Source: an optimization exercise on an open RTL-to-GDS flow (aim: small area). Production flows keep margins and buffers that such runs may drop. Only simulation tests tie the RTL to the original design; equivalence was not proved.

==> flow/design.v (outline; a module is shown in full before it is edited, if it fits) <==
// module FA: 4 lines
// module HA: 4 lines
// module HAN: 4 lines
// module BPP2: 4 lines
// module BPP0: 3 lines
// module BPP1: 3 lines
// module MAC0: 871 lines
// module MAC1: 923 lines
// module MAC2: 928 lines
// module MAC3: 938 lines
// module SystolicArray: 153 lines
module SystolicArray(
  input         clock,
  input  [15:0] io_inAct_0,
  input  [15:0] io_inAct_1,
  input  [15:0] io_inAct_2,
  input  [15:0] io_inAct_3,
  input  [15:0] io_inWeight_0,
  input  [15:0] io_inWeight_1,
  input  [15:0] io_inWeight_2,
  input  [15:0] io_inWeight_3,
  output [39:0] io_outSum_0,
  output [39:0] io_outSum_1,
  output [39:0] io_outSum_2,
  output [39:0] io_outSum_3,
  input         io_inwtValid
);
  // ...
==> flow/run.sh <==
#!/bin/bash
# synth_recipe.tcl (not shown) runs the flow's synth.tcl, then flattens the netlist and writes it again
# the make line also repeats each setting of config.mk as NAME=value (left out here)
make -C /OpenROAD-flow-scripts/flow DESIGN_CONFIG=/design/flow/config.mk WORK_HOME=/design/flow/orfs CLKGATE_MAP_FILE= SYNTH_SCRIPT=/design/flow/synth_recipe.tcl finish
==> flow/config.mk <==
export PLATFORM = sky130hd
export DESIGN_NAME = SystolicArray
export DESIGN_NICKNAME = SystolicArray
export VERILOG_FILES = /design/flow/design.v
export SDC_FILE = /design/flow/constraint.sdc
export NUM_CORES = 4
export LEC_CHECK = 0
export CAP_MARGIN = 20
export CORE_MARGIN = 2
export CORE_UTILIZATION = 60
export CTS_BUF_LIST = sky130_fd_sc_hd__clkbuf_4
export CTS_CLUSTER_SIZE = 16
export PLACE_DENSITY = 0.7
export SLEW_MARGIN = 20
export SYNTH_HIERARCHICAL = 1
export SYNTH_MINIMUM_KEEP_SIZE = 0
==> flow/constraint.sdc <==
create_clock -name core_clock -period 10.0 [get_ports {clock}]
set_input_delay 2.0000 -clock core_clock [delete_from_list [all_inputs] [get_ports {clock}]]
set_output_delay 2.0000 -clock core_clock [all_outputs]
set_load 0.01 [all_outputs]
==> qor.yml, run 1 <==
run_status:
  status: "complete, no violations"
sta:
  fin_ws_ns: 1.89
  fin_skew_ns: 0.129
  hold_slack_ns: 0.538
  layout_worst_path_cycle_share_pct: 81.1
logic_synthesis:
  synthAdderAreaFrac_pct: 41.9
  synthArstFlopShare_pct: 0
  synth_top_family_by_area: "adder cells"
  synthTopCellsByCount: "2308 x fa_1, 2212 x xnor2_1, 2048 x a22oi_1"
  ys_ff_latch: 1041
  yosysSeqAreaShare_pct: 17.6
clock_network:
  hold_buffers: 0
  cts_root_buf: "clkbuf_4"
detailed_routing:
  drtIter0Drc: 9700
worst_setup_path:
  crit_buf_inv: 2
  cp.depth: 21
  critPathMostFrequentCell: "fa_1"
  worstReg2RegStart: "validReg"
  critPathMaxFanout: 68
  critical_path_arrival_ns: 9.26
layout:
  largest_class: "multi-input combinational cells"
  multi_input_area_share_pct: 74.5
  layout.non_clock_inverters: 168
  final_util_pct: 65.4
  nNonClkBuffers: 590
  n_antenna_cell: 8
min_path:
  hold_class: "register to register"
die:
  tap-cell-count: 2958
  core_um2: 220000
placed_design:
  dp_hpwl_um: 271000
grt:
  grt_pass1_vias: 97300
  grt.busiest_layer: "met1"
==> inputs of run 2 (changes only) <==
--- a/flow/design.v
+++ b/flow/design.v
@@ -5,16 +5,20 @@
 module HA(input a, input b, output s, output co);
   assign s = a ^ b;
   assign co = a & b;
 endmodule
 module HAN(input a, input b, output s, output co);
   assign s = ~(a ^ b);
   assign co = a | b;
 endmodule
+module BPP2Z(input one, input two, input neg, input x0, input x1, output p0, output p1);
+  assign p0 = (one & x0) ^ neg;
+  assign p1 = ((one & x1) | (two & x0)) ^ neg;
+endmodule
 module BPP2(input one, input two, input neg, input x0, input x1, input xm, output p0, output p1);
   assign p0 = ((one & x0) | (two & xm)) ^ neg;
   assign p1 = ((one & x1) | (two & x0)) ^ neg;
 endmodule
 module BPP0(input one, input two, input neg, input x, input xm, output p);
   assign p = (((one & x) | (two & xm)) ^ neg);
 endmodule
 module BPP1(input one, input two, input neg, input x, input xm, output p);
@@ -541,101 +545,101 @@
   wire c582;
   wire pr583;
   wire pr584;
   wire pr585;
   wire pr586;
   assign one1 = w[0] ^ 1'b0;
   assign two2 = (w[1] & ~w[0] & ~1'b0) | (~w[1] & w[0] & 1'b0);
   assign neg3 = w[1] & ~(w[0] & 1'b0);
-  BPP2 bp5(.one(one1), .two(two2), .neg(neg3), .x0(a[0]), .x1(a[1]), .xm(1'b0), .p0(pp4), .p1(pq5));
+  BPP2Z bp5(.one(one1), .two(two2), .neg(neg3), .x0(a[0]), .x1(a[1]), .p0(pp4), .p1(pq5));
   BPP2 bp8(.one(one1), .two(two2), .neg(neg3), .x0(a[2]), .x1(a[3]), .xm(a[1]), .p0(pp7), .p1(pq8));
   BPP2 bp11(.one(one1), .two(two2), .neg(neg3), .x0(a[4]), .x1(a[5]), .xm(a[3]), .p0(pp10), .p1(pq11));
   BPP2 bp14(.one(one1), .two(two2), .neg(neg3), .x0(a[6]), .x1(a[7]), .xm(a[5]), .p0(pp13), .p1(pq14));
   BPP2 bp17(.one(one1), .two(two2), .neg(neg3), .x0(a[8]), .x1(a[9]), .xm(a[7]), .p0(pp16), .p1(pq17));
   BPP2 bp20(.one(one1), .two(two2), .neg(neg3), .x0(a[10]), .x1(a[11]), .xm(a[9]), .p0(pp19), .p1(pq20));
   BPP2 bp23(.one(one1), .two(two2), .neg(neg3), .x0(a[12]), .x1(a[13]), .xm(a[11]), .p0(pp22), .p1(pq23));
   BPP2 bp26(.one(one1), .two(two2), .neg(neg3), .x0(a[14]), .x1(a[15]), .xm(a[13]), .p0(pp25), .p1(pq26));
   BPP1 bp28(.one(one1), .two(two2), .neg(neg3), .x(a[15]), .xm(a[15]), .p(pp28));
   assign one29 = w[2] ^ w[1];
   assign two30 = (w[3] & ~w[2] & ~w[1]) | (~w[3] & w[2] & w[1]);
   assign neg31 = w[3] & ~(w[2] & w[1]);
-  BPP2 bp33(.one(one29), .two(two30), .neg(neg31), .x0(a[0]), .x1(a[1]), .xm(1'b0), .p0(pp32), .p1(pq33));
+  BPP2Z bp33(.one(one29), .two(two30), .neg(neg31), .x0(a[0]), .x1(a[1]), .p0(pp32), .p1(pq33));
   BPP2 bp36(.one(one29), .two(two30), .neg(neg31), .x0(a[2]), .x1(a[3]), .xm(a[1]), .p0(pp35), .p1(pq36));
   BPP2 bp39(.one(one29), .two(two30), .neg(neg31), .x0(a[4]), .x1(a[5]), .xm(a[3]), .p0(pp38), .p1(pq39));
   BPP2 bp42(.one(one29), .two(two30), .neg(neg31), .x0(a[6]), .x1(a[7]), .xm(a[5]), .p0(pp41), .p1(pq42));
   BPP2 bp45(.one(one29), .two(two30), .neg(neg31), .x0(a[8]), .x1(a[9]), .xm(a[7]), .p0(pp44), .p1(pq45));
   BPP2 bp48(.one(one29), .two(two30), .neg(neg31), .x0(a[10]), .x1(a[11]), .xm(a[9]), .p0(pp47), .p1(pq48));
   BPP2 bp51(.one(one29), .two(two30), .neg(neg31), .x0(a[12]), .x1(a[13]), .xm(a[11]), .p0(pp50), .p1(pq51));
   BPP2 bp54(.one(one29), .two(two30), .neg(neg31), .x0(a[14]), .x1(a[15]), .xm(a[13]), .p0(pp53), .p1(pq54));
   BPP1 bp56(.one(one29), .two(two30), .neg(neg31), .x(a[15]), .xm(a[15]), .p(pp56));
   assign one57 = w[4] ^ w[3];
   assign two58 = (w[5] & ~w[4] & ~w[3]) | (~w[5] & w[4] & w[3]);
   assign neg59 = w[5] & ~(w[4] & w[3]);
-  BPP2 bp61(.one(one57), .two(two58), .neg(neg59), .x0(a[0]), .x1(a[1]), .xm(1'b0), .p0(pp60), .p1(pq61));
+  BPP2Z bp61(.one(one57), .two(two58), .neg(neg59), .x0(a[0]), .x1(a[1]), .p0(pp60), .p1(pq61));
   BPP2 bp64(.one(one57), .two(two58), .neg(neg59), .x0(a[2]), .x1(a[3]), .xm(a[1]), .p0(pp63), .p1(pq64));
   BPP2 bp67(.one(one57), .two(two58), .neg(neg59), .x0(a[4]), .x1(a[5]), .xm(a[3]), .p0(pp66), .p1(pq67));
   BPP2 bp70(.one(one57), .two(two58), .neg(neg59), .x0(a[6]), .x1(a[7]), .xm(a[5]), .p0(pp69), .p1(pq70));
   BPP2 bp73(.one(one57), .two(two58), .neg(neg59), .x0(a[8]), .x1(a[9]), .xm(a[7]), .p0(pp72), .p1(pq73));
   BPP2 bp76(.one(one57), .two(two58), .neg(neg59), .x0(a[10]), .x1(a[11]), .xm(a[9]), .p0(pp75), .p1(pq76));
   BPP2 bp79(.one(one57), .two(two58), .neg(neg59), .x0(a[12]), .x1(a[13]), .xm(a[11]), .p0(pp78), .p1(pq79));
   BPP2 bp82(.one(one57), .two(two58), .neg(neg59), .x0(a[14]), .x1(a[15]), .xm(a[13]), .p0(pp81), .p1(pq82));
   BPP1 bp84(.one(one57), .two(two58), .neg(neg59), .x(a[15]), .xm(a[15]), .p(pp84));
   assign one85 = w[6] ^ w[5];
   assign two86 = (w[7] & ~w[6] & ~w[5]) | (~w[7] & w[6] & w[5]);
   assign neg87 = w[7] & ~(w[6] & w[5]);
-  BPP2 bp89(.one(one85), .two(two86), .neg(neg87), .x0(a[0]), .x1(a[1]), .xm(1'b0), .p0(pp88), .p1(pq89));
+  BPP2Z bp89(.one(one85), .two(two86), .neg(neg87), .x0(a[0]), .x1(a[1]), .p0(pp88), .p1(pq89));
   BPP2 bp92(.one(one85), .two(two86), .neg(neg87), .x0(a[2]), .x1(a[3]), .xm(a[1]), .p0(pp91), .p1(pq92));
   BPP2 bp95(.one(one85), .two(two86), .neg(neg87), .x0(a[4]), .x1(a[5]), .xm(a[3]), .p0(pp94), .p1(pq95));
   BPP2 bp98(.one(one85), .two(two86), .neg(neg87), .x0(a[6]), .x1(a[7]), .xm(a[5]), .p0(pp97), .p1(pq98));
   BPP2 bp101(.one(one85), .two(two86), .neg(neg87), .x0(a[8]), .x1(a[9]), .xm(a[7]), .p0(pp100), .p1(pq101));
   BPP2 bp104(.one(one85), .two(two86), .neg(neg87), .x0(a[10]), .x1(a[11]), .xm(a[9]), .p0(pp103), .p1(pq104));
   BPP2 bp107(.one(one85), .two(two86), .neg(neg87), .x0(a[12]), .x1(a[13]), .xm(a[11]), .p0(pp106), .p1(pq107));
   BPP2 bp110(.one(one85), .two(two86), .neg(neg87), .x0(a[14]), .x1(a[15]), .xm(a[13]), .p0(pp109), .p1(pq110));
   BPP1 bp112(.one(one85), .two(two86), .neg(neg87), .x(a[15]), .xm(a[15]), .p(pp112));
   assign one113 = w[8] ^ w[7];
   assign two114 = (w[9] & ~w[8] & ~w[7]) | (~w[9] & w[8] & w[7]);
   assign neg115 = w[9] & ~(w[8] & w[7]);
-  BPP2 bp117(.one(one113), .two(two114), .neg(neg115), .x0(a[0]), .x1(a[1]), .xm(1'b0), .p0(pp116), .p1(pq117));
+  BPP2Z bp117(.one(one113), .two(two114), .neg(neg115), .x0(a[0]), .x1(a[1]), .p0(pp116), .p1(pq117));
   BPP2 bp120(.one(one113), .two(two114), .neg(neg115), .x0(a[2]), .x1(a[3]), .xm(a[1]), .p0(pp119), .p1(pq120));
   BPP2 bp123(.one(one113), .two(two114), .neg(neg115), .x0(a[4]), .x1(a[5]), .xm(a[3]), .p0(pp122), .p1(pq123));
   BPP2 bp126(.one(one113), .two(two114), .neg(neg115), .x0(a[6]), .x1(a[7]), .xm(a[5]), .p0(pp125), .p1(pq126));
   BPP2 bp129(.one(one113), .two(two114), .neg(neg115), .x0(a[8]), .x1(a[9]), .xm(a[7]), .p0(pp128), .p1(pq129));
   BPP2 bp132(.one(one113), .two(two114), .neg(neg115), .x0(a[10]), .x1(a[11]), .xm(a[9]), .p0(pp131), .p1(pq132));
   BPP2 bp135(.one(one113), .two(two114), .neg(neg115), .x0(a[12]), .x1(a[13]), .xm(a[11]), .p0(pp134), .p1(pq135));
   BPP2 bp138(.one(one113), .two(two114), .neg(neg115), .x0(a[14]), .x1(a[15]), .xm(a[13]), .p0(pp137), .p1(pq138));
   BPP1 bp140(.one(one113), .two(two114), .neg(neg115), .x(a[15]), .xm(a[15]), .p(pp140));
   assign one141 = w[10] ^ w[9];
   assign two142 = (w[11] & ~w[10] & ~w[9]) | (~w[11] & w[10] & w[9]);
   assign neg143 = w[11] & ~(w[10] & w[9]);
-  BPP2 bp145(.one(one141), .two(two142), .neg(neg143), .x0(a[0]), .x1(a[1]), .xm(1'b0), .p0(pp144), .p1(pq145));
+  BPP2Z bp145(.one(one141), .two(two142), .neg(neg143), .x0(a[0]), .x1(a[1]), .p0(pp144), .p1(pq145));
   BPP2 bp148(.one(one141), .two(two142), .neg(neg143), .x0(a[2]), .x1(a[3]), .xm(a[1]), .p0(pp147), .p1(pq148));
   BPP2 bp151(.one(one141), .two(two142), .neg(neg143), .x0(a[4]), .x1(a[5]), .xm(a[3]), .p0(pp150), .p1(pq151));
   BPP2 bp154(.one(one141), .two(two142), .neg(neg143), .x0(a[6]), .x1(a[7]), .xm(a[5]), .p0(pp153), .p1(pq154));
   BPP2 bp157(.one(one141), .two(two142), .neg(neg143), .x0(a[8]), .x1(a[9]), .xm(a[7]), .p0(pp156), .p1(pq157));
   BPP2 bp160(.one(one141), .two(two142), .neg(neg143), .x0(a[10]), .x1(a[11]), .xm(a[9]), .p0(pp159), .p1(pq160));
   BPP2 bp163(.one(one141), .two(two142), .neg(neg143), .x0(a[12]), .x1(a[13]), .xm(a[11]), .p0(pp162), .p1(pq163));
   BPP2 bp166(.one(one141), .two(two142), .neg(neg143), .x0(a[14]), .x1(a[15]), .xm(a[13]), .p0(pp165), .p1(pq166));
   BPP1 bp168(.one(one141), .two(two142), .neg(neg143), .x(a[15]), .xm(a[15]), .p(pp168));
   assign one169 = w[12] ^ w[11];
   assign two170 = (w[13] & ~w[12] & ~w[11]) | (~w[13] & w[12] & w[11]);
   assign neg171 = w[13] & ~(w[12] & w[11]);
-  BPP2 bp173(.one(one169), .two(two170), .neg(neg171), .x0(a[0]), .x1(a[1]), .xm(1'b0), .p0(pp172), .p1(pq173));
+  BPP2Z bp173(.one(one169), .two(two170), .neg(neg171), .x0(a[0]), .x1(a[1]), .p0(pp172), .p1(pq173));
   BPP2 bp176(.one(one169), .two(two170), .neg(neg171), .x0(a[2]), .x1(a[3]), .xm(a[1]), .p0(pp175), .p1(pq176));
   BPP2 bp179(.one(one169), .two(two170), .neg(neg171), .x0(a[4]), .x1(a[5]), .xm(a[3]), .p0(pp178), .p1(pq179));
   BPP2 bp182(.one(one169), .two(two170), .neg(neg171), .x0(a[6]), .x1(a[7]), .xm(a[5]), .p0(pp181), .p1(pq182));
   BPP2 bp185(.one(one169), .two(two170), .neg(neg171), .x0(a[8]), .x1(a[9]), .xm(a[7]), .p0(pp184), .p1(pq185));
   BPP2 bp188(.one(one169), .two(two170), .neg(neg171), .x0(a[10]), .x1(a[11]), .xm(a[9]), .p0(pp187), .p1(pq188));
   BPP2 bp191(.one(one169), .two(two170), .neg(neg171), .x0(a[12]), .x1(a[13]), .xm(a[11]), .p0(pp190), .p1(pq191));
   BPP2 bp194(.one(one169), .two(two170), .neg(neg171), .x0(a[14]), .x1(a[15]), .xm(a[13]), .p0(pp193), .p1(pq194));
   BPP1 bp196(.one(one169), .two(two170), .neg(neg171), .x(a[15]), .xm(a[15]), .p(pp196));
   assign one197 = w[14] ^ w[13];
   assign two198 = (w[15] & ~w[14] & ~w[13]) | (~w[15] & w[14] & w[13]);
   assign neg199 = w[15] & ~(w[14] & w[13]);
-  BPP2 bp201(.one(one197), .two(two198), .neg(neg199), .x0(a[0]), .x1(a[1]), .xm(1'b0), .p0(pp200), .p1(pq201));
+  BPP2Z bp201(.one(one197), .two(two198), .neg(neg199), .x0(a[0]), .x1(a[1]), .p0(pp200), .p1(pq201));
   BPP2 bp204(.one(one197), .two(two198), .neg(neg199), .x0(a[2]), .x1(a[3]), .xm(a[1]), .p0(pp203), .p1(pq204));
   BPP2 bp207(.one(one197), .two(two198), .neg(neg199), .x0(a[4]), .x1(a[5]), .xm(a[3]), .p0(pp206), .p1(pq207));
   BPP2 bp210(.one(one197), .two(two198), .neg(neg199), .x0(a[6]), .x1(a[7]), .xm(a[5]), .p0(pp209), .p1(pq210));
   BPP2 bp213(.one(one197), .two(two198), .neg(neg199), .x0(a[8]), .x1(a[9]), .xm(a[7]), .p0(pp212), .p1(pq213));
   BPP2 bp216(.one(one197), .two(two198), .neg(neg199), .x0(a[10]), .x1(a[11]), .xm(a[9]), .p0(pp215), .p1(pq216));
   BPP2 bp219(.one(one197), .two(two198), .neg(neg199), .x0(a[12]), .x1(a[13]), .xm(a[11]), .p0(pp218), .p1(pq219));
   BPP2 bp222(.one(one197), .two(two198), .neg(neg199), .x0(a[14]), .x1(a[15]), .xm(a[13]), .p0(pp221), .p1(pq222));
   BPP1 bp224(.one(one197), .two(two198), .neg(neg199), .x(a[15]), .xm(a[15]), .p(pp224));
@@ -1445,101 +1449,101 @@
   wire pr615;
   wire pr616;
   wire pr617;
   wire pr618;
   wire pr619;
   assign one1 = w[0] ^ 1'b0;
   assign two2 = (w[1] & ~w[0] & ~1'b0) | (~w[1] & w[0] & 1'b0);
   assign neg3 = w[1] & ~(w[0] & 1'b0);
-  BPP2 bp5(.one(one1), .two(two2), .neg(neg3), .x0(a[0]), .x1(a[1]), .xm(1'b0), .p0(pp4), .p1(pq5));
+  BPP2Z bp5(.one(one1), .two(two2), .neg(neg3), .x0(a[0]), .x1(a[1]), .p0(pp4), .p1(pq5));
   BPP2 bp8(.one(one1), .two(two2), .neg(neg3), .x0(a[2]), .x1(a[3]), .xm(a[1]), .p0(pp7), .p1(pq8));
   BPP2 bp11(.one(one1), .two(two2), .neg(neg3), .x0(a[4]), .x1(a[5]), .xm(a[3]), .p0(pp10), .p1(pq11));
   BPP2 bp14(.one(one1), .two(two2), .neg(neg3), .x0(a[6]), .x1(a[7]), .xm(a[5]), .p0(pp13), .p1(pq14));
   BPP2 bp17(.one(one1), .two(two2), .neg(neg3), .x0(a[8]), .x1(a[9]), .xm(a[7]), .p0(pp16), .p1(pq17));
   BPP2 bp20(.one(one1), .two(two2), .neg(neg3), .x0(a[10]), .x1(a[11]), .xm(a[9]), .p0(pp19), .p1(pq20));
   BPP2 bp23(.one(one1), .two(two2), .neg(neg3), .x0(a[12]), .x1(a[13]), .xm(a[11]), .p0(pp22), .p1(pq23));
   BPP2 bp26(.one(one1), .two(two2), .neg(neg3), .x0(a[14]), .x1(a[15]), .xm(a[13]), .p0(pp25), .p1(pq26));
   BPP1 bp28(.one(one1), .two(two2), .neg(neg3), .x(a[15]), .xm(a[15]), .p(pp28));
   assign one29 = w[2] ^ w[1];
   assign two30 = (w[3] & ~w[2] & ~w[1]) | (~w[3] & w[2] & w[1]);
   assign neg31 = w[3] & ~(w[2] & w[1]);
-  BPP2 bp33(.one(one29), .two(two30), .neg(neg31), .x0(a[0]), .x1(a[1]), .xm(1'b0), .p0(pp32), .p1(pq33));
+  BPP2Z bp33(.one(one29), .two(two30), .neg(neg31), .x0(a[0]), .x1(a[1]), .p0(pp32), .p1(pq33));
   BPP2 bp36(.one(one29), .two(two30), .neg(neg31), .x0(a[2]), .x1(a[3]), .xm(a[1]), .p0(pp35), .p1(pq36));
   BPP2 bp39(.one(one29), .two(two30), .neg(neg31), .x0(a[4]), .x1(a[5]), .xm(a[3]), .p0(pp38), .p1(pq39));
   BPP2 bp42(.one(one29), .two(two30), .neg(neg31), .x0(a[6]), .x1(a[7]), .xm(a[5]), .p0(pp41), .p1(pq42));
   BPP2 bp45(.one(one29), .two(two30), .neg(neg31), .x0(a[8]), .x1(a[9]), .xm(a[7]), .p0(pp44), .p1(pq45));
   BPP2 bp48(.one(one29), .two(two30), .neg(neg31), .x0(a[10]), .x1(a[11]), .xm(a[9]), .p0(pp47), .p1(pq48));
   BPP2 bp51(.one(one29), .two(two30), .neg(neg31), .x0(a[12]), .x1(a[13]), .xm(a[11]), .p0(pp50), .p1(pq51));
   BPP2 bp54(.one(one29), .two(two30), .neg(neg31), .x0(a[14]), .x1(a[15]), .xm(a[13]), .p0(pp53), .p1(pq54));
   BPP1 bp56(.one(one29), .two(two30), .neg(neg31), .x(a[15]), .xm(a[15]), .p(pp56));
   assign one57 = w[4] ^ w[3];
   assign two58 = (w[5] & ~w[4] & ~w[3]) | (~w[5] & w[4] & w[3]);
   assign neg59 = w[5] & ~(w[4] & w[3]);
-  BPP2 bp61(.one(one57), .two(two58), .neg(neg59), .x0(a[0]), .x1(a[1]), .xm(1'b0), .p0(pp60), .p1(pq61));
+  BPP2Z bp61(.one(one57), .two(two58), .neg(neg59), .x0(a[0]), .x1(a[1]), .p0(pp60), .p1(pq61));
   BPP2 bp64(.one(one57), .two(two58), .neg(neg59), .x0(a[2]), .x1(a[3]), .xm(a[1]), .p0(pp63), .p1(pq64));
   BPP2 bp67(.one(one57), .two(two58), .neg(neg59), .x0(a[4]), .x1(a[5]), .xm(a[3]), .p0(pp66), .p1(pq67));
   BPP2 bp70(.one(one57), .two(two58), .neg(neg59), .x0(a[6]), .x1(a[7]), .xm(a[5]), .p0(pp69), .p1(pq70));
   BPP2 bp73(.one(one57), .two(two58), .neg(neg59), .x0(a[8]), .x1(a[9]), .xm(a[7]), .p0(pp72), .p1(pq73));
   BPP2 bp76(.one(one57), .two(two58), .neg(neg59), .x0(a[10]), .x1(a[11]), .xm(a[9]), .p0(pp75), .p1(pq76));
   BPP2 bp79(.one(one57), .two(two58), .neg(neg59), .x0(a[12]), .x1(a[13]), .xm(a[11]), .p0(pp78), .p1(pq79));
   BPP2 bp82(.one(one57), .two(two58), .neg(neg59), .x0(a[14]), .x1(a[15]), .xm(a[13]), .p0(pp81), .p1(pq82));
   BPP1 bp84(.one(one57), .two(two58), .neg(neg59), .x(a[15]), .xm(a[15]), .p(pp84));
   assign one85 = w[6] ^ w[5];
   assign two86 = (w[7] & ~w[6] & ~w[5]) | (~w[7] & w[6] & w[5]);
   assign neg87 = w[7] & ~(w[6] & w[5]);
-  BPP2 bp89(.one(one85), .two(two86), .neg(neg87), .x0(a[0]), .x1(a[1]), .xm(1'b0), .p0(pp88), .p1(pq89));
+  BPP2Z bp89(.one(one85), .two(two86), .neg(neg87), .x0(a[0]), .x1(a[1]), .p0(pp88), .p1(pq89));
   BPP2 bp92(.one(one85), .two(two86), .neg(neg87), .x0(a[2]), .x1(a[3]), .xm(a[1]), .p0(pp91), .p1(pq92));
   BPP2 bp95(.one(one85), .two(two86), .neg(neg87), .x0(a[4]), .x1(a[5]), .xm(a[3]), .p0(pp94), .p1(pq95));
   BPP2 bp98(.one(one85), .two(two86), .neg(neg87), .x0(a[6]), .x1(a[7]), .xm(a[5]), .p0(pp97), .p1(pq98));
   BPP2 bp101(.one(one85), .two(two86), .neg(neg87), .x0(a[8]), .x1(a[9]), .xm(a[7]), .p0(pp100), .p1(pq101));
   BPP2 bp104(.one(one85), .two(two86), .neg(neg87), .x0(a[10]), .x1(a[11]), .xm(a[9]), .p0(pp103), .p1(pq104));
   BPP2 bp107(.one(one85), .two(two86), .neg(neg87), .x0(a[12]), .x1(a[13]), .xm(a[11]), .p0(pp106), .p1(pq107));
   BPP2 bp110(.one(one85), .two(two86), .neg(neg87), .x0(a[14]), .x1(a[15]), .xm(a[13]), .p0(pp109), .p1(pq110));
   BPP1 bp112(.one(one85), .two(two86), .neg(neg87), .x(a[15]), .xm(a[15]), .p(pp112));
   assign one113 = w[8] ^ w[7];
   assign two114 = (w[9] & ~w[8] & ~w[7]) | (~w[9] & w[8] & w[7]);
   assign neg115 = w[9] & ~(w[8] & w[7]);
-  BPP2 bp117(.one(one113), .two(two114), .neg(neg115), .x0(a[0]), .x1(a[1]), .xm(1'b0), .p0(pp116), .p1(pq117));
+  BPP2Z bp117(.one(one113), .two(two114), .neg(neg115), .x0(a[0]), .x1(a[1]), .p0(pp116), .p1(pq117));
   BPP2 bp120(.one(one113), .two(two114), .neg(neg115), .x0(a[2]), .x1(a[3]), .xm(a[1]), .p0(pp119), .p1(pq120));
   BPP2 bp123(.one(one113), .two(two114), .neg(neg115), .x0(a[4]), .x1(a[5]), .xm(a[3]), .p0(pp122), .p1(pq123));
   BPP2 bp126(.one(one113), .two(two114), .neg(neg115), .x0(a[6]), .x1(a[7]), .xm(a[5]), .p0(pp125), .p1(pq126));
   BPP2 bp129(.one(one113), .two(two114), .neg(neg115), .x0(a[8]), .x1(a[9]), .xm(a[7]), .p0(pp128), .p1(pq129));
   BPP2 bp132(.one(one113), .two(two114), .neg(neg115), .x0(a[10]), .x1(a[11]), .xm(a[9]), .p0(pp131), .p1(pq132));
   BPP2 bp135(.one(one113), .two(two114), .neg(neg115), .x0(a[12]), .x1(a[13]), .xm(a[11]), .p0(pp134), .p1(pq135));
   BPP2 bp138(.one(one113), .two(two114), .neg(neg115), .x0(a[14]), .x1(a[15]), .xm(a[13]), .p0(pp137), .p1(pq138));
   BPP1 bp140(.one(one113), .two(two114), .neg(neg115), .x(a[15]), .xm(a[15]), .p(pp140));
   assign one141 = w[10] ^ w[9];
   assign two142 = (w[11] & ~w[10] & ~w[9]) | (~w[11] & w[10] & w[9]);
   assign neg143 = w[11] & ~(w[10] & w[9]);
-  BPP2 bp145(.one(one141), .two(two142), .neg(neg143), .x0(a[0]), .x1(a[1]), .xm(1'b0), .p0(pp144), .p1(pq145));
+  BPP2Z bp145(.one(one141), .two(two142), .neg(neg143), .x0(a[0]), .x1(a[1]), .p0(pp144), .p1(pq145));
   BPP2 bp148(.one(one141), .two(two142), .neg(neg143), .x0(a[2]), .x1(a[3]), .xm(a[1]), .p0(pp147), .p1(pq148));
   BPP2 bp151(.one(one141), .two(two142), .neg(neg143), .x0(a[4]), .x1(a[5]), .xm(a[3]), .p0(pp150), .p1(pq151));
   BPP2 bp154(.one(one141), .two(two142), .neg(neg143), .x0(a[6]), .x1(a[7]), .xm(a[5]), .p0(pp153), .p1(pq154));
   BPP2 bp157(.one(one141), .two(two142), .neg(neg143), .x0(a[8]), .x1(a[9]), .xm(a[7]), .p0(pp156), .p1(pq157));
   BPP2 bp160(.one(one141), .two(two142), .neg(neg143), .x0(a[10]), .x1(a[11]), .xm(a[9]), .p0(pp159), .p1(pq160));
   BPP2 bp163(.one(one141), .two(two142), .neg(neg143), .x0(a[12]), .x1(a[13]), .xm(a[11]), .p0(pp162), .p1(pq163));
   BPP2 bp166(.one(one141), .two(two142), .neg(neg143), .x0(a[14]), .x1(a[15]), .xm(a[13]), .p0(pp165), .p1(pq166));
   BPP1 bp168(.one(one141), .two(two142), .neg(neg143), .x(a[15]), .xm(a[15]), .p(pp168));
   assign one169 = w[12] ^ w[11];
   assign two170 = (w[13] & ~w[12] & ~w[11]) | (~w[13] & w[12] & w[11]);
   assign neg171 = w[13] & ~(w[12] & w[11]);
-  BPP2 bp173(.one(one169), .two(two170), .neg(neg171), .x0(a[0]), .x1(a[1]), .xm(1'b0), .p0(pp172), .p1(pq173));
+  BPP2Z bp173(.one(one169), .two(two170), .neg(neg171), .x0(a[0]), .x1(a[1]), .p0(pp172), .p1(pq173));
   BPP2 bp176(.one(one169), .two(two170), .neg(neg171), .x0(a[2]), .x1(a[3]), .xm(a[1]), .p0(pp175), .p1(pq176));
   BPP2 bp179(.one(one169), .two(two170), .neg(neg171), .x0(a[4]), .x1(a[5]), .xm(a[3]), .p0(pp178), .p1(pq179));
   BPP2 bp182(.one(one169), .two(two170), .neg(neg171), .x0(a[6]), .x1(a[7]), .xm(a[5]), .p0(pp181), .p1(pq182));
   BPP2 bp185(.one(one169), .two(two170), .neg(neg171), .x0(a[8]), .x1(a[9]), .xm(a[7]), .p0(pp184), .p1(pq185));
   BPP2 bp188(.one(one169), .two(two170), .neg(neg171), .x0(a[10]), .x1(a[11]), .xm(a[9]), .p0(pp187), .p1(pq188));
   BPP2 bp191(.one(one169), .two(two170), .neg(neg171), .x0(a[12]), .x1(a[13]), .xm(a[11]), .p0(pp190), .p1(pq191));
   BPP2 bp194(.one(one169), .two(two170), .neg(neg171), .x0(a[14]), .x1(a[15]), .xm(a[13]), .p0(pp193), .p1(pq194));
   BPP1 bp196(.one(one169), .two(two170), .neg(neg171), .x(a[15]), .xm(a[15]), .p(pp196));
   assign one197 = w[14] ^ w[13];
   assign two198 = (w[15] & ~w[14] & ~w[13]) | (~w[15] & w[14] & w[13]);
   assign neg199 = w[15] & ~(w[14] & w[13]);
-  BPP2 bp201(.one(one197), .two(two198), .neg(neg199), .x0(a[0]), .x1(a[1]), .xm(1'b0), .p0(pp200), .p1(pq201));
+  BPP2Z bp201(.one(one197), .two(two198), .neg(neg199), .x0(a[0]), .x1(a[1]), .p0(pp200), .p1(pq201));
   BPP2 bp204(.one(one197), .two(two198), .neg(neg199), .x0(a[2]), .x1(a[3]), .xm(a[1]), .p0(pp203), .p1(pq204));
   BPP2 bp207(.one(one197), .two(two198), .neg(neg199), .x0(a[4]), .x1(a[5]), .xm(a[3]), .p0(pp206), .p1(pq207));
   BPP2 bp210(.one(one197), .two(two198), .neg(neg199), .x0(a[6]), .x1(a[7]), .xm(a[5]), .p0(pp209), .p1(pq210));
   BPP2 bp213(.one(one197), .two(two198), .neg(neg199), .x0(a[8]), .x1(a[9]), .xm(a[7]), .p0(pp212), .p1(pq213));
   BPP2 bp216(.one(one197), .two(two198), .neg(neg199), .x0(a[10]), .x1(a[11]), .xm(a[9]), .p0(pp215), .p1(pq216));
   BPP2 bp219(.one(one197), .two(two198), .neg(neg199), .x0(a[12]), .x1(a[13]), .xm(a[11]), .p0(pp218), .p1(pq219));
   BPP2 bp222(.one(one197), .two(two198), .neg(neg199), .x0(a[14]), .x1(a[15]), .xm(a[13]), .p0(pp221), .p1(pq222));
   BPP1 bp224(.one(one197), .two(two198), .neg(neg199), .x(a[15]), .xm(a[15]), .p(pp224));
@@ -2371,101 +2375,101 @@
   wire pr618;
   wire pr619;
   wire pr620;
   wire pr621;
   wire pr622;
   assign one1 = w[0] ^ 1'b0;
   assign two2 = (w[1] & ~w[0] & ~1'b0) | (~w[1] & w[0] & 1'b0);
   assign neg3 = w[1] & ~(w[0] & 1'b0);
-  BPP2 bp5(.one(one1), .two(two2), .neg(neg3), .x0(a[0]), .x1(a[1]), .xm(1'b0), .p0(pp4), .p1(pq5));
+  BPP2Z bp5(.one(one1), .two(two2), .neg(neg3), .x0(a[0]), .x1(a[1]), .p0(pp4), .p1(pq5));
   BPP2 bp8(.one(one1), .two(two2), .neg(neg3), .x0(a[2]), .x1(a[3]), .xm(a[1]), .p0(pp7), .p1(pq8));
   BPP2 bp11(.one(one1), .two(two2), .neg(neg3), .x0(a[4]), .x1(a[5]), .xm(a[3]), .p0(pp10), .p1(pq11));
   BPP2 bp14(.one(one1), .two(two2), .neg(neg3), .x0(a[6]), .x1(a[7]), .xm(a[5]), .p0(pp13), .p1(pq14));
   BPP2 bp17(.one(one1), .two(two2), .neg(neg3), .x0(a[8]), .x1(a[9]), .xm(a[7]), .p0(pp16), .p1(pq17));
   BPP2 bp20(.one(one1), .two(two2), .neg(neg3), .x0(a[10]), .x1(a[11]), .xm(a[9]), .p0(pp19), .p1(pq20));
   BPP2 bp23(.one(one1), .two(two2), .neg(neg3), .x0(a[12]), .x1(a[13]), .xm(a[11]), .p0(pp22), .p1(pq23));
   BPP2 bp26(.one(one1), .two(two2), .neg(neg3), .x0(a[14]), .x1(a[15]), .xm(a[13]), .p0(pp25), .p1(pq26));
   BPP1 bp28(.one(one1), .two(two2), .neg(neg3), .x(a[15]), .xm(a[15]), .p(pp28));
   assign one29 = w[2] ^ w[1];
   assign two30 = (w[3] & ~w[2] & ~w[1]) | (~w[3] & w[2] & w[1]);
   assign neg31 = w[3] & ~(w[2] & w[1]);
-  BPP2 bp33(.one(one29), .two(two30), .neg(neg31), .x0(a[0]), .x1(a[1]), .xm(1'b0), .p0(pp32), .p1(pq33));
+  BPP2Z bp33(.one(one29), .two(two30), .neg(neg31), .x0(a[0]), .x1(a[1]), .p0(pp32), .p1(pq33));
   BPP2 bp36(.one(one29), .two(two30), .neg(neg31), .x0(a[2]), .x1(a[3]), .xm(a[1]), .p0(pp35), .p1(pq36));
   BPP2 bp39(.one(one29), .two(two30), .neg(neg31), .x0(a[4]), .x1(a[5]), .xm(a[3]), .p0(pp38), .p1(pq39));
   BPP2 bp42(.one(one29), .two(two30), .neg(neg31), .x0(a[6]), .x1(a[7]), .xm(a[5]), .p0(pp41), .p1(pq42));
   BPP2 bp45(.one(one29), .two(two30), .neg(neg31), .x0(a[8]), .x1(a[9]), .xm(a[7]), .p0(pp44), .p1(pq45));
   BPP2 bp48(.one(one29), .two(two30), .neg(neg31), .x0(a[10]), .x1(a[11]), .xm(a[9]), .p0(pp47), .p1(pq48));
   BPP2 bp51(.one(one29), .two(two30), .neg(neg31), .x0(a[12]), .x1(a[13]), .xm(a[11]), .p0(pp50), .p1(pq51));
   BPP2 bp54(.one(one29), .two(two30), .neg(neg31), .x0(a[14]), .x1(a[15]), .xm(a[13]), .p0(pp53), .p1(pq54));
   BPP1 bp56(.one(one29), .two(two30), .neg(neg31), .x(a[15]), .xm(a[15]), .p(pp56));
   assign one57 = w[4] ^ w[3];
   assign two58 = (w[5] & ~w[4] & ~w[3]) | (~w[5] & w[4] & w[3]);
   assign neg59 = w[5] & ~(w[4] & w[3]);
-  BPP2 bp61(.one(one57), .two(two58), .neg(neg59), .x0(a[0]), .x1(a[1]), .xm(1'b0), .p0(pp60), .p1(pq61));
+  BPP2Z bp61(.one(one57), .two(two58), .neg(neg59), .x0(a[0]), .x1(a[1]), .p0(pp60), .p1(pq61));
   BPP2 bp64(.one(one57), .two(two58), .neg(neg59), .x0(a[2]), .x1(a[3]), .xm(a[1]), .p0(pp63), .p1(pq64));
   BPP2 bp67(.one(one57), .two(two58), .neg(neg59), .x0(a[4]), .x1(a[5]), .xm(a[3]), .p0(pp66), .p1(pq67));
   BPP2 bp70(.one(one57), .two(two58), .neg(neg59), .x0(a[6]), .x1(a[7]), .xm(a[5]), .p0(pp69), .p1(pq70));
   BPP2 bp73(.one(one57), .two(two58), .neg(neg59), .x0(a[8]), .x1(a[9]), .xm(a[7]), .p0(pp72), .p1(pq73));
   BPP2 bp76(.one(one57), .two(two58), .neg(neg59), .x0(a[10]), .x1(a[11]), .xm(a[9]), .p0(pp75), .p1(pq76));
   BPP2 bp79(.one(one57), .two(two58), .neg(neg59), .x0(a[12]), .x1(a[13]), .xm(a[11]), .p0(pp78), .p1(pq79));
   BPP2 bp82(.one(one57), .two(two58), .neg(neg59), .x0(a[14]), .x1(a[15]), .xm(a[13]), .p0(pp81), .p1(pq82));
   BPP1 bp84(.one(one57), .two(two58), .neg(neg59), .x(a[15]), .xm(a[15]), .p(pp84));
   assign one85 = w[6] ^ w[5];
   assign two86 = (w[7] & ~w[6] & ~w[5]) | (~w[7] & w[6] & w[5]);
   assign neg87 = w[7] & ~(w[6] & w[5]);
-  BPP2 bp89(.one(one85), .two(two86), .neg(neg87), .x0(a[0]), .x1(a[1]), .xm(1'b0), .p0(pp88), .p1(pq89));
+  BPP2Z bp89(.one(one85), .two(two86), .neg(neg87), .x0(a[0]), .x1(a[1]), .p0(pp88), .p1(pq89));
   BPP2 bp92(.one(one85), .two(two86), .neg(neg87), .x0(a[2]), .x1(a[3]), .xm(a[1]), .p0(pp91), .p1(pq92));
   BPP2 bp95(.one(one85), .two(two86), .neg(neg87), .x0(a[4]), .x1(a[5]), .xm(a[3]), .p0(pp94), .p1(pq95));
   BPP2 bp98(.one(one85), .two(two86), .neg(neg87), .x0(a[6]), .x1(a[7]), .xm(a[5]), .p0(pp97), .p1(pq98));
   BPP2 bp101(.one(one85), .two(two86), .neg(neg87), .x0(a[8]), .x1(a[9]), .xm(a[7]), .p0(pp100), .p1(pq101));
   BPP2 bp104(.one(one85), .two(two86), .neg(neg87), .x0(a[10]), .x1(a[11]), .xm(a[9]), .p0(pp103), .p1(pq104));
   BPP2 bp107(.one(one85), .two(two86), .neg(neg87), .x0(a[12]), .x1(a[13]), .xm(a[11]), .p0(pp106), .p1(pq107));
   BPP2 bp110(.one(one85), .two(two86), .neg(neg87), .x0(a[14]), .x1(a[15]), .xm(a[13]), .p0(pp109), .p1(pq110));
   BPP1 bp112(.one(one85), .two(two86), .neg(neg87), .x(a[15]), .xm(a[15]), .p(pp112));
   assign one113 = w[8] ^ w[7];
   assign two114 = (w[9] & ~w[8] & ~w[7]) | (~w[9] & w[8] & w[7]);
   assign neg115 = w[9] & ~(w[8] & w[7]);
-  BPP2 bp117(.one(one113), .two(two114), .neg(neg115), .x0(a[0]), .x1(a[1]), .xm(1'b0), .p0(pp116), .p1(pq117));
+  BPP2Z bp117(.one(one113), .two(two114), .neg(neg115), .x0(a[0]), .x1(a[1]), .p0(pp116), .p1(pq117));
   BPP2 bp120(.one(one113), .two(two114), .neg(neg115), .x0(a[2]), .x1(a[3]), .xm(a[1]), .p0(pp119), .p1(pq120));
   BPP2 bp123(.one(one113), .two(two114), .neg(neg115), .x0(a[4]), .x1(a[5]), .xm(a[3]), .p0(pp122), .p1(pq123));
   BPP2 bp126(.one(one113), .two(two114), .neg(neg115), .x0(a[6]), .x1(a[7]), .xm(a[5]), .p0(pp125), .p1(pq126));
   BPP2 bp129(.one(one113), .two(two114), .neg(neg115), .x0(a[8]), .x1(a[9]), .xm(a[7]), .p0(pp128), .p1(pq129));
   BPP2 bp132(.one(one113), .two(two114), .neg(neg115), .x0(a[10]), .x1(a[11]), .xm(a[9]), .p0(pp131), .p1(pq132));
   BPP2 bp135(.one(one113), .two(two114), .neg(neg115), .x0(a[12]), .x1(a[13]), .xm(a[11]), .p0(pp134), .p1(pq135));
   BPP2 bp138(.one(one113), .two(two114), .neg(neg115), .x0(a[14]), .x1(a[15]), .xm(a[13]), .p0(pp137), .p1(pq138));
   BPP1 bp140(.one(one113), .two(two114), .neg(neg115), .x(a[15]), .xm(a[15]), .p(pp140));
   assign one141 = w[10] ^ w[9];
   assign two142 = (w[11] & ~w[10] & ~w[9]) | (~w[11] & w[10] & w[9]);
   assign neg143 = w[11] & ~(w[10] & w[9]);
-  BPP2 bp145(.one(one141), .two(two142), .neg(neg143), .x0(a[0]), .x1(a[1]), .xm(1'b0), .p0(pp144), .p1(pq145));
+  BPP2Z bp145(.one(one141), .two(two142), .neg(neg143), .x0(a[0]), .x1(a[1]), .p0(pp144), .p1(pq145));
   BPP2 bp148(.one(one141), .two(two142), .neg(neg143), .x0(a[2]), .x1(a[3]), .xm(a[1]), .p0(pp147), .p1(pq148));
   BPP2 bp151(.one(one141), .two(two142), .neg(neg143), .x0(a[4]), .x1(a[5]), .xm(a[3]), .p0(pp150), .p1(pq151));
   BPP2 bp154(.one(one141), .two(two142), .neg(neg143), .x0(a[6]), .x1(a[7]), .xm(a[5]), .p0(pp153), .p1(pq154));
   BPP2 bp157(.one(one141), .two(two142), .neg(neg143), .x0(a[8]), .x1(a[9]), .xm(a[7]), .p0(pp156), .p1(pq157));
   BPP2 bp160(.one(one141), .two(two142), .neg(neg143), .x0(a[10]), .x1(a[11]), .xm(a[9]), .p0(pp159), .p1(pq160));
   BPP2 bp163(.one(one141), .two(two142), .neg(neg143), .x0(a[12]), .x1(a[13]), .xm(a[11]), .p0(pp162), .p1(pq163));
   BPP2 bp166(.one(one141), .two(two142), .neg(neg143), .x0(a[14]), .x1(a[15]), .xm(a[13]), .p0(pp165), .p1(pq166));
   BPP1 bp168(.one(one141), .two(two142), .neg(neg143), .x(a[15]), .xm(a[15]), .p(pp168));
   assign one169 = w[12] ^ w[11];
   assign two170 = (w[13] & ~w[12] & ~w[11]) | (~w[13] & w[12] & w[11]);
   assign neg171 = w[13] & ~(w[12] & w[11]);
-  BPP2 bp173(.one(one169), .two(two170), .neg(neg171), .x0(a[0]), .x1(a[1]), .xm(1'b0), .p0(pp172), .p1(pq173));
+  BPP2Z bp173(.one(one169), .two(two170), .neg(neg171), .x0(a[0]), .x1(a[1]), .p0(pp172), .p1(pq173));
   BPP2 bp176(.one(one169), .two(two170), .neg(neg171), .x0(a[2]), .x1(a[3]), .xm(a[1]), .p0(pp175), .p1(pq176));
   BPP2 bp179(.one(one169), .two(two170), .neg(neg171), .x0(a[4]), .x1(a[5]), .xm(a[3]), .p0(pp178), .p1(pq179));
   BPP2 bp182(.one(one169), .two(two170), .neg(neg171), .x0(a[6]), .x1(a[7]), .xm(a[5]), .p0(pp181), .p1(pq182));
   BPP2 bp185(.one(one169), .two(two170), .neg(neg171), .x0(a[8]), .x1(a[9]), .xm(a[7]), .p0(pp184), .p1(pq185));
   BPP2 bp188(.one(one169), .two(two170), .neg(neg171), .x0(a[10]), .x1(a[11]), .xm(a[9]), .p0(pp187), .p1(pq188));
   BPP2 bp191(.one(one169), .two(two170), .neg(neg171), .x0(a[12]), .x1(a[13]), .xm(a[11]), .p0(pp190), .p1(pq191));
   BPP2 bp194(.one(one169), .two(two170), .neg(neg171), .x0(a[14]), .x1(a[15]), .xm(a[13]), .p0(pp193), .p1(pq194));
   BPP1 bp196(.one(one169), .two(two170), .neg(neg171), .x(a[15]), .xm(a[15]), .p(pp196));
   assign one197 = w[14] ^ w[13];
   assign two198 = (w[15] & ~w[14] & ~w[13]) | (~w[15] & w[14] & w[13]);
   assign neg199 = w[15] & ~(w[14] & w[13]);
-  BPP2 bp201(.one(one197), .two(two198), .neg(neg199), .x0(a[0]), .x1(a[1]), .xm(1'b0), .p0(pp200), .p1(pq201));
+  BPP2Z bp201(.one(one197), .two(two198), .neg(neg199), .x0(a[0]), .x1(a[1]), .p0(pp200), .p1(pq201));
   BPP2 bp204(.one(one197), .two(two198), .neg(neg199), .x0(a[2]), .x1(a[3]), .xm(a[1]), .p0(pp203), .p1(pq204));
   BPP2 bp207(.one(one197), .two(two198), .neg(neg199), .x0(a[4]), .x1(a[5]), .xm(a[3]), .p0(pp206), .p1(pq207));
   BPP2 bp210(.one(one197), .two(two198), .neg(neg199), .x0(a[6]), .x1(a[7]), .xm(a[5]), .p0(pp209), .p1(pq210));
   BPP2 bp213(.one(one197), .two(two198), .neg(neg199), .x0(a[8]), .x1(a[9]), .xm(a[7]), .p0(pp212), .p1(pq213));
   BPP2 bp216(.one(one197), .two(two198), .neg(neg199), .x0(a[10]), .x1(a[11]), .xm(a[9]), .p0(pp215), .p1(pq216));
   BPP2 bp219(.one(one197), .two(two198), .neg(neg199), .x0(a[12]), .x1(a[13]), .xm(a[11]), .p0(pp218), .p1(pq219));
   BPP2 bp222(.one(one197), .two(two198), .neg(neg199), .x0(a[14]), .x1(a[15]), .xm(a[13]), .p0(pp221), .p1(pq222));
   BPP1 bp224(.one(one197), .two(two198), .neg(neg199), .x(a[15]), .xm(a[15]), .p(pp224));
@@ -3303,101 +3307,101 @@
   wire pr622;
   wire pr623;
   wire cs624;
   wire s625;
   wire c626;
   assign one1 = w[0] ^ 1'b0;
   assign two2 = (w[1] & ~w[0] & ~1'b0) | (~w[1] & w[0] & 1'b0);
   assign neg3 = w[1] & ~(w[0] & 1'b0);
-  BPP2 bp5(.one(one1), .two(two2), .neg(neg3), .x0(a[0]), .x1(a[1]), .xm(1'b0), .p0(pp4), .p1(pq5));
+  BPP2Z bp5(.one(one1), .two(two2), .neg(neg3), .x0(a[0]), .x1(a[1]), .p0(pp4), .p1(pq5));
   BPP2 bp8(.one(one1), .two(two2), .neg(neg3), .x0(a[2]), .x1(a[3]), .xm(a[1]), .p0(pp7), .p1(pq8));
   BPP2 bp11(.one(one1), .two(two2), .neg(neg3), .x0(a[4]), .x1(a[5]), .xm(a[3]), .p0(pp10), .p1(pq11));
   BPP2 bp14(.one(one1), .two(two2), .neg(neg3), .x0(a[6]), .x1(a[7]), .xm(a[5]), .p0(pp13), .p1(pq14));
   BPP2 bp17(.one(one1), .two(two2), .neg(neg3), .x0(a[8]), .x1(a[9]), .xm(a[7]), .p0(pp16), .p1(pq17));
   BPP2 bp20(.one(one1), .two(two2), .neg(neg3), .x0(a[10]), .x1(a[11]), .xm(a[9]), .p0(pp19), .p1(pq20));
   BPP2 bp23(.one(one1), .two(two2), .neg(neg3), .x0(a[12]), .x1(a[13]), .xm(a[11]), .p0(pp22), .p1(pq23));
   BPP2 bp26(.one(one1), .two(two2), .neg(neg3), .x0(a[14]), .x1(a[15]), .xm(a[13]), .p0(pp25), .p1(pq26));
   BPP1 bp28(.one(one1), .two(two2), .neg(neg3), .x(a[15]), .xm(a[15]), .p(pp28));
   assign one29 = w[2] ^ w[1];
   assign two30 = (w[3] & ~w[2] & ~w[1]) | (~w[3] & w[2] & w[1]);
   assign neg31 = w[3] & ~(w[2] & w[1]);
-  BPP2 bp33(.one(one29), .two(two30), .neg(neg31), .x0(a[0]), .x1(a[1]), .xm(1'b0), .p0(pp32), .p1(pq33));
+  BPP2Z bp33(.one(one29), .two(two30), .neg(neg31), .x0(a[0]), .x1(a[1]), .p0(pp32), .p1(pq33));
   BPP2 bp36(.one(one29), .two(two30), .neg(neg31), .x0(a[2]), .x1(a[3]), .xm(a[1]), .p0(pp35), .p1(pq36));
   BPP2 bp39(.one(one29), .two(two30), .neg(neg31), .x0(a[4]), .x1(a[5]), .xm(a[3]), .p0(pp38), .p1(pq39));
   BPP2 bp42(.one(one29), .two(two30), .neg(neg31), .x0(a[6]), .x1(a[7]), .xm(a[5]), .p0(pp41), .p1(pq42));
   BPP2 bp45(.one(one29), .two(two30), .neg(neg31), .x0(a[8]), .x1(a[9]), .xm(a[7]), .p0(pp44), .p1(pq45));
   BPP2 bp48(.one(one29), .two(two30), .neg(neg31), .x0(a[10]), .x1(a[11]), .xm(a[9]), .p0(pp47), .p1(pq48));
   BPP2 bp51(.one(one29), .two(two30), .neg(neg31), .x0(a[12]), .x1(a[13]), .xm(a[11]), .p0(pp50), .p1(pq51));
   BPP2 bp54(.one(one29), .two(two30), .neg(neg31), .x0(a[14]), .x1(a[15]), .xm(a[13]), .p0(pp53), .p1(pq54));
   BPP1 bp56(.one(one29), .two(two30), .neg(neg31), .x(a[15]), .xm(a[15]), .p(pp56));
   assign one57 = w[4] ^ w[3];
   assign two58 = (w[5] & ~w[4] & ~w[3]) | (~w[5] & w[4] & w[3]);
   assign neg59 = w[5] & ~(w[4] & w[3]);
-  BPP2 bp61(.one(one57), .two(two58), .neg(neg59), .x0(a[0]), .x1(a[1]), .xm(1'b0), .p0(pp60), .p1(pq61));
+  BPP2Z bp61(.one(one57), .two(two58), .neg(neg59), .x0(a[0]), .x1(a[1]), .p0(pp60), .p1(pq61));
   BPP2 bp64(.one(one57), .two(two58), .neg(neg59), .x0(a[2]), .x1(a[3]), .xm(a[1]), .p0(pp63), .p1(pq64));
   BPP2 bp67(.one(one57), .two(two58), .neg(neg59), .x0(a[4]), .x1(a[5]), .xm(a[3]), .p0(pp66), .p1(pq67));
   BPP2 bp70(.one(one57), .two(two58), .neg(neg59), .x0(a[6]), .x1(a[7]), .xm(a[5]), .p0(pp69), .p1(pq70));
   BPP2 bp73(.one(one57), .two(two58), .neg(neg59), .x0(a[8]), .x1(a[9]), .xm(a[7]), .p0(pp72), .p1(pq73));
   BPP2 bp76(.one(one57), .two(two58), .neg(neg59), .x0(a[10]), .x1(a[11]), .xm(a[9]), .p0(pp75), .p1(pq76));
   BPP2 bp79(.one(one57), .two(two58), .neg(neg59), .x0(a[12]), .x1(a[13]), .xm(a[11]), .p0(pp78), .p1(pq79));
   BPP2 bp82(.one(one57), .two(two58), .neg(neg59), .x0(a[14]), .x1(a[15]), .xm(a[13]), .p0(pp81), .p1(pq82));
   BPP1 bp84(.one(one57), .two(two58), .neg(neg59), .x(a[15]), .xm(a[15]), .p(pp84));
   assign one85 = w[6] ^ w[5];
   assign two86 = (w[7] & ~w[6] & ~w[5]) | (~w[7] & w[6] & w[5]);
   assign neg87 = w[7] & ~(w[6] & w[5]);
-  BPP2 bp89(.one(one85), .two(two86), .neg(neg87), .x0(a[0]), .x1(a[1]), .xm(1'b0), .p0(pp88), .p1(pq89));
+  BPP2Z bp89(.one(one85), .two(two86), .neg(neg87), .x0(a[0]), .x1(a[1]), .p0(pp88), .p1(pq89));
   BPP2 bp92(.one(one85), .two(two86), .neg(neg87), .x0(a[2]), .x1(a[3]), .xm(a[1]), .p0(pp91), .p1(pq92));
   BPP2 bp95(.one(one85), .two(two86), .neg(neg87), .x0(a[4]), .x1(a[5]), .xm(a[3]), .p0(pp94), .p1(pq95));
   BPP2 bp98(.one(one85), .two(two86), .neg(neg87), .x0(a[6]), .x1(a[7]), .xm(a[5]), .p0(pp97), .p1(pq98));
   BPP2 bp101(.one(one85), .two(two86), .neg(neg87), .x0(a[8]), .x1(a[9]), .xm(a[7]), .p0(pp100), .p1(pq101));
   BPP2 bp104(.one(one85), .two(two86), .neg(neg87), .x0(a[10]), .x1(a[11]), .xm(a[9]), .p0(pp103), .p1(pq104));
   BPP2 bp107(.one(one85), .two(two86), .neg(neg87), .x0(a[12]), .x1(a[13]), .xm(a[11]), .p0(pp106), .p1(pq107));
   BPP2 bp110(.one(one85), .two(two86), .neg(neg87), .x0(a[14]), .x1(a[15]), .xm(a[13]), .p0(pp109), .p1(pq110));
   BPP1 bp112(.one(one85), .two(two86), .neg(neg87), .x(a[15]), .xm(a[15]), .p(pp112));
   assign one113 = w[8] ^ w[7];
   assign two114 = (w[9] & ~w[8] & ~w[7]) | (~w[9] & w[8] & w[7]);
   assign neg115 = w[9] & ~(w[8] & w[7]);
-  BPP2 bp117(.one(one113), .two(two114), .neg(neg115), .x0(a[0]), .x1(a[1]), .xm(1'b0), .p0(pp116), .p1(pq117));
+  BPP2Z bp117(.one(one113), .two(two114), .neg(neg115), .x0(a[0]), .x1(a[1]), .p0(pp116), .p1(pq117));
   BPP2 bp120(.one(one113), .two(two114), .neg(neg115), .x0(a[2]), .x1(a[3]), .xm(a[1]), .p0(pp119), .p1(pq120));
   BPP2 bp123(.one(one113), .two(two114), .neg(neg115), .x0(a[4]), .x1(a[5]), .xm(a[3]), .p0(pp122), .p1(pq123));
   BPP2 bp126(.one(one113), .two(two114), .neg(neg115), .x0(a[6]), .x1(a[7]), .xm(a[5]), .p0(pp125), .p1(pq126));
   BPP2 bp129(.one(one113), .two(two114), .neg(neg115), .x0(a[8]), .x1(a[9]), .xm(a[7]), .p0(pp128), .p1(pq129));
   BPP2 bp132(.one(one113), .two(two114), .neg(neg115), .x0(a[10]), .x1(a[11]), .xm(a[9]), .p0(pp131), .p1(pq132));
   BPP2 bp135(.one(one113), .two(two114), .neg(neg115), .x0(a[12]), .x1(a[13]), .xm(a[11]), .p0(pp134), .p1(pq135));
   BPP2 bp138(.one(one113), .two(two114), .neg(neg115), .x0(a[14]), .x1(a[15]), .xm(a[13]), .p0(pp137), .p1(pq138));
   BPP1 bp140(.one(one113), .two(two114), .neg(neg115), .x(a[15]), .xm(a[15]), .p(pp140));
   assign one141 = w[10] ^ w[9];
   assign two142 = (w[11] & ~w[10] & ~w[9]) | (~w[11] & w[10] & w[9]);
   assign neg143 = w[11] & ~(w[10] & w[9]);
-  BPP2 bp145(.one(one141), .two(two142), .neg(neg143), .x0(a[0]), .x1(a[1]), .xm(1'b0), .p0(pp144), .p1(pq145));
+  BPP2Z bp145(.one(one141), .two(two142), .neg(neg143), .x0(a[0]), .x1(a[1]), .p0(pp144), .p1(pq145));
   BPP2 bp148(.one(one141), .two(two142), .neg(neg143), .x0(a[2]), .x1(a[3]), .xm(a[1]), .p0(pp147), .p1(pq148));
   BPP2 bp151(.one(one141), .two(two142), .neg(neg143), .x0(a[4]), .x1(a[5]), .xm(a[3]), .p0(pp150), .p1(pq151));
   BPP2 bp154(.one(one141), .two(two142), .neg(neg143), .x0(a[6]), .x1(a[7]), .xm(a[5]), .p0(pp153), .p1(pq154));
   BPP2 bp157(.one(one141), .two(two142), .neg(neg143), .x0(a[8]), .x1(a[9]), .xm(a[7]), .p0(pp156), .p1(pq157));
   BPP2 bp160(.one(one141), .two(two142), .neg(neg143), .x0(a[10]), .x1(a[11]), .xm(a[9]), .p0(pp159), .p1(pq160));
   BPP2 bp163(.one(one141), .two(two142), .neg(neg143), .x0(a[12]), .x1(a[13]), .xm(a[11]), .p0(pp162), .p1(pq163));
   BPP2 bp166(.one(one141), .two(two142), .neg(neg143), .x0(a[14]), .x1(a[15]), .xm(a[13]), .p0(pp165), .p1(pq166));
   BPP1 bp168(.one(one141), .two(two142), .neg(neg143), .x(a[15]), .xm(a[15]), .p(pp168));
   assign one169 = w[12] ^ w[11];
   assign two170 = (w[13] & ~w[12] & ~w[11]) | (~w[13] & w[12] & w[11]);
   assign neg171 = w[13] & ~(w[12] & w[11]);
-  BPP2 bp173(.one(one169), .two(two170), .neg(neg171), .x0(a[0]), .x1(a[1]), .xm(1'b0), .p0(pp172), .p1(pq173));
+  BPP2Z bp173(.one(one169), .two(two170), .neg(neg171), .x0(a[0]), .x1(a[1]), .p0(pp172), .p1(pq173));
   BPP2 bp176(.one(one169), .two(two170), .neg(neg171), .x0(a[2]), .x1(a[3]), .xm(a[1]), .p0(pp175), .p1(pq176));
   BPP2 bp179(.one(one169), .two(two170), .neg(neg171), .x0(a[4]), .x1(a[5]), .xm(a[3]), .p0(pp178), .p1(pq179));
   BPP2 bp182(.one(one169), .two(two170), .neg(neg171), .x0(a[6]), .x1(a[7]), .xm(a[5]), .p0(pp181), .p1(pq182));
   BPP2 bp185(.one(one169), .two(two170), .neg(neg171), .x0(a[8]), .x1(a[9]), .xm(a[7]), .p0(pp184), .p1(pq185));
   BPP2 bp188(.one(one169), .two(two170), .neg(neg171), .x0(a[10]), .x1(a[11]), .xm(a[9]), .p0(pp187), .p1(pq188));
   BPP2 bp191(.one(one169), .two(two170), .neg(neg171), .x0(a[12]), .x1(a[13]), .xm(a[11]), .p0(pp190), .p1(pq191));
   BPP2 bp194(.one(one169), .two(two170), .neg(neg171), .x0(a[14]), .x1(a[15]), .xm(a[13]), .p0(pp193), .p1(pq194));
   BPP1 bp196(.one(one169), .two(two170), .neg(neg171), .x(a[15]), .xm(a[15]), .p(pp196));
   assign one197 = w[14] ^ w[13];
   assign two198 = (w[15] & ~w[14] & ~w[13]) | (~w[15] & w[14] & w[13]);
   assign neg199 = w[15] & ~(w[14] & w[13]);
-  BPP2 bp201(.one(one197), .two(two198), .neg(neg199), .x0(a[0]), .x1(a[1]), .xm(1'b0), .p0(pp200), .p1(pq201));
+  BPP2Z bp201(.one(one197), .two(two198), .neg(neg199), .x0(a[0]), .x1(a[1]), .p0(pp200), .p1(pq201));
   BPP2 bp204(.one(one197), .two(two198), .neg(neg199), .x0(a[2]), .x1(a[3]), .xm(a[1]), .p0(pp203), .p1(pq204));
   BPP2 bp207(.one(one197), .two(two198), .neg(neg199), .x0(a[4]), .x1(a[5]), .xm(a[3]), .p0(pp206), .p1(pq207));
   BPP2 bp210(.one(one197), .two(two198), .neg(neg199), .x0(a[6]), .x1(a[7]), .xm(a[5]), .p0(pp209), .p1(pq210));
   BPP2 bp213(.one(one197), .two(two198), .neg(neg199), .x0(a[8]), .x1(a[9]), .xm(a[7]), .p0(pp212), .p1(pq213));
   BPP2 bp216(.one(one197), .two(two198), .neg(neg199), .x0(a[10]), .x1(a[11]), .xm(a[9]), .p0(pp215), .p1(pq216));
   BPP2 bp219(.one(one197), .two(two198), .neg(neg199), .x0(a[12]), .x1(a[13]), .xm(a[11]), .p0(pp218), .p1(pq219));
   BPP2 bp222(.one(one197), .two(two198), .neg(neg199), .x0(a[14]), .x1(a[15]), .xm(a[13]), .p0(pp221), .p1(pq222));
   BPP1 bp224(.one(one197), .two(two198), .neg(neg199), .x(a[15]), .xm(a[15]), .p(pp224));
==> flow/config.mk (replaced) <==
export PLATFORM = sky130hd
export DESIGN_NAME = SystolicArray
export DESIGN_NICKNAME = SystolicArray
export VERILOG_FILES = /design/flow/design.v
export SDC_FILE = /design/flow/constraint.sdc
export NUM_CORES = 4
export LEC_CHECK = 0
export CAP_MARGIN = 20
export CORE_MARGIN = 2
export CORE_UTILIZATION = 65
export GPL_TIMING_DRIVEN = 0
export PLACE_DENSITY = 0.75
export SLEW_MARGIN = 20
export SYNTH_HIERARCHICAL = 1
export SYNTH_MINIMUM_KEEP_SIZE = 0
==> qor.yml, run 2 <==
run_status:
  status: "complete, no violations"  # unchanged
grt:
  grt_max_degree: 53  # was 76
  grt_pass1_wl_um: 571000  # was 570000 um
  antenna_found_initial: 3  # was 12
  grt_pass1_vias: 96300  # was 97300
  track_usage_pct: 35.0  # was 32.4%
sta:
  fin_ws_ns: 1.08  # was 1.89 ns
  fin_skew_ns: 0.0549  # was 0.129 ns
  finalMaxSlewViolations: 0  # unchanged
  fmax_ghz: 0.112  # was 0.123 GHz
  finalCriticalPeriod_ns: 8.92  # was 8.11 ns
  rsz0062_at_grt: "no"  # unchanged
  relSlewSlack_pct: 24.9  # was 21.5%
  layout_worst_path_cycle_share_pct: 89.2  # was 81.1%
logic_synthesis:
  yosysSeqAreaShare_pct: 17.6  # about the same
  synth_ff_type: "dfxtp_1"  # unchanged
  synth_area_leaders: "fa_1 35%, xnor2_1 15%, dfxtp_1 12%"  # unchanged
  netlist.top_cell.by_area: "fa_1"  # unchanged
  yosysMostFrequentCell: "fa_1"  # unchanged
  syn_area_um2: 133000  # about the same
  synth-edff-count: 256  # unchanged
  yosys.area.top_type_share_pct: 34.8  # about the same
  ys_ff_latch: 1041  # unchanged
  synthArstFlopShare_pct: 0  # unchanged
  ys_types: 43  # unchanged
  synthTopCellsByCount: "2308 x fa_1, 2212 x xnor2_1, 1792 x a22oi_1"  # was 2308 x fa_1, 2212 x xnor2_1, 2048 x a22oi_1
  yosysWarnings: 7  # unchanged
worst_setup_path:
  critPathCaptureType: "register"  # unchanged
  critPathMaxFanout: 52  # was 68
  worstSetupPathType: "register to register"  # unchanged
  critical_path_arrival_ns: 9.55  # was 9.26 ns
  cp-start-kind: "register"  # unchanged
layout:
  seqCellArea_um2: 23400  # about the same
  layout-drive-gt1-share_pct: 15.4  # was 14.3%
  fill_cells: 14200  # was 17000
  layout_commonest_cell: "fa_1"  # unchanged
  layout_common_cells: "2308 x fa_1, 2212 x xnor2_1, 1792 x a22oi_1, 771 x dfxtp_1, 744 x ha_1"  # was 2308 x fa_1, 2212 x xnor2_1, 2048 x a22oi_1, 783 x dfxtp_1, 744 x ha_1
  nets: 14400  # was 14600
  final_util_pct: 72.0  # was 65.4%
  multi_input_area_um2: 107000  # about the same
  design_area_um2: 146000  # was 144000 um2
clock_network:
  cts_tree: "yes"  # unchanged
  clock_latency_ns: 0.79  # was 1.37 ns
  hold_buffers: 0  # unchanged
  cts_root_buf: "clkbuf_16"  # was clkbuf_4
  clk_path_buf_depth: 3  # was 4
  path_clk_slew_ns: 0.07  # about the same
  ctsResizeCount: 0  # unchanged
  cts_buffers: 113  # was 305
  htree_num_levels: 3  # was 5
  clkSinkCount: 1041  # unchanged
placed_design:
  place_area_um2: 142000  # was 140000 um2
  numPortBuffers: 289  # unchanged
  gp_congestion: 0.950  # was 0.945
  dp_hpwl_um: 275000  # was 271000 um
  place_worst_setup_slack_ns: 1.19  # was 1.62 ns
die:
  pin_count: 290  # unchanged
  rows: 165  # was 172
  die_w_um: 456  # was 474 um
  core_um2: 203000  # was 220000 um2
  start_util_pct: 65.5  # was 60.4%
min_path:
  hold_class: "register to register"  # unchanged
detailed_routing:
  vias: 91800  # was 92700
  wire_per_inst_um: 26.1  # was 24.9 um
  drcViolationCount: 0  # unchanged
  drt_wl_total_um: 364000  # was 363000 um
  ant_nets: 0  # unchanged
  firstDrtPassIters: 8  # was 6
  drtIter0Drc: 10000  # was 9700
[run 2: kinds of logic after synthesis]
logic type                 share of synthesized area [%]
AOI/OAI and AO/OA                                   13.6
xor gates and xnor gates                            16.3
adders and majority gates                           41.8
buffers and inverters                               2.24
DFF                                                 17.6
muxes                                               4.48
other                                             0.0339
and+or+nand+nor                                     3.98
[run 2: worst paths after layout]
| kind | startpoint | endpoint | slack (ns) | depth (start not counted) |
|---|---|---|---|---|
| setup reg to reg | validReg | p_3_0[27] | 1.08 | 23 |
| hold / removal | w_0_3[10] | w_1_3[10] | 0.53 | 0 |
| setup / recovery | validReg | p_3_0[27] | 1.08 | 23 |
| hold reg to reg | w_0_3[10] | w_1_3[10] | 0.53 | 0 |
[run 2: modules after synthesis, one instance, submodules excluded]
module	flops+latches	copies in the design
FA	0	2308
HA	0	584
SystolicArray	1041	1
BPP2Z	0	128
MAC3	0	4
MAC2	0	4
BPP1	0	128
MAC0	0	4
MAC1	0	4
BPP2	0	896
[run 2: stage by stage]
stage / instances / setup TNS (ns) / hold WS, ns
6_report: 14000 / 0 / 0.532
5_1_grt: 14000 / 0 / 0.561
4_1_cts: 14000 / 0 / 0.536
3_5_place_dp: 13700 / 0 / 0.520
3_3_place_gp: 13600 / -43.79 / 0.514
2_1_floorplan: 10600 / 0 / 0.485
[run 2: critical path, cell delays in order (launching register included)]
cell	delay (ns)
dfxtp_4	0.78
buf_16	0.32
buf_16	0.27
buf_4	0.31
buf_6	0.28
buf_6	0.25
mux2_2	0.40
ha_1	0.30
fa_1	0.52
fa_1	0.49
fa_1	0.40
fa_1	0.41
fa_1	0.41
fa_1	0.42
fa_1	0.40
fa_1	0.42
fa_1	0.42
fa_1	0.41
fa_1	0.46
nand4_4	0.16
o21bai_4	0.11
a21o_4	0.24
ha_1	0.19
xor2_1	0.16
[run 2: layer usage]
layer	vias up	share of wire, %	track usage (%)
met5	-	0	0
met4	0	1.9	7.12
met3	548	12	9.07
met2	5107	45	52.8
met1	47100	42	51.1
li1	39100	-	-
[run 2: area by class of cell]
type                    instances  share of cell area, %
plain buffers                 291                   1.61
inverters                     168                  0.432
diodes                          1                0.00172
well taps                    2672                   2.29
clock inverters                65                  0.559
repair buffers                428                   3.25
clock buffers                 150                   2.17
multi-input cells            9148                   73.6
flip-flops and latches       1041                   16.1

-- re-timing with driven ports --
The flow's constraints put no driver on any port. The routed layouts listed below were extracted and timed again, unchanged, in two steps. Step 1 (the two cells are an assumption about what drives the block):
set clk [get_ports {clock}]
set_driving_cell -lib_cell sky130_fd_sc_hd__clkbuf_16 $clk
set_driving_cell -lib_cell sky130_fd_sc_hd__buf_2 [delete_from_list [all_inputs] $clk]
Step 2 times the ports against the registers' clock, not the clock port: input delays grow and output delays shrink by t, the midpoint of the rising clock arrivals with the driver on. Three values: no drivers, after step 1, after step 2; two values: the first two.
| run | shift t [ns] | slack for setup (ns) | worst setup path at the end |
|---|---|---|---|
| run 1 | 1.421 | 1.894 / 1.894 / 1.576 | input to register |
| run 2 | 0.855 | 1.077 / 1.077 / 1.077 | register to register |
After both steps setup and hold are still met in every run listed. The setup slack of run 1, which loses most, moves by 0.000 ns with the drivers and by -0.318 ns with both steps.
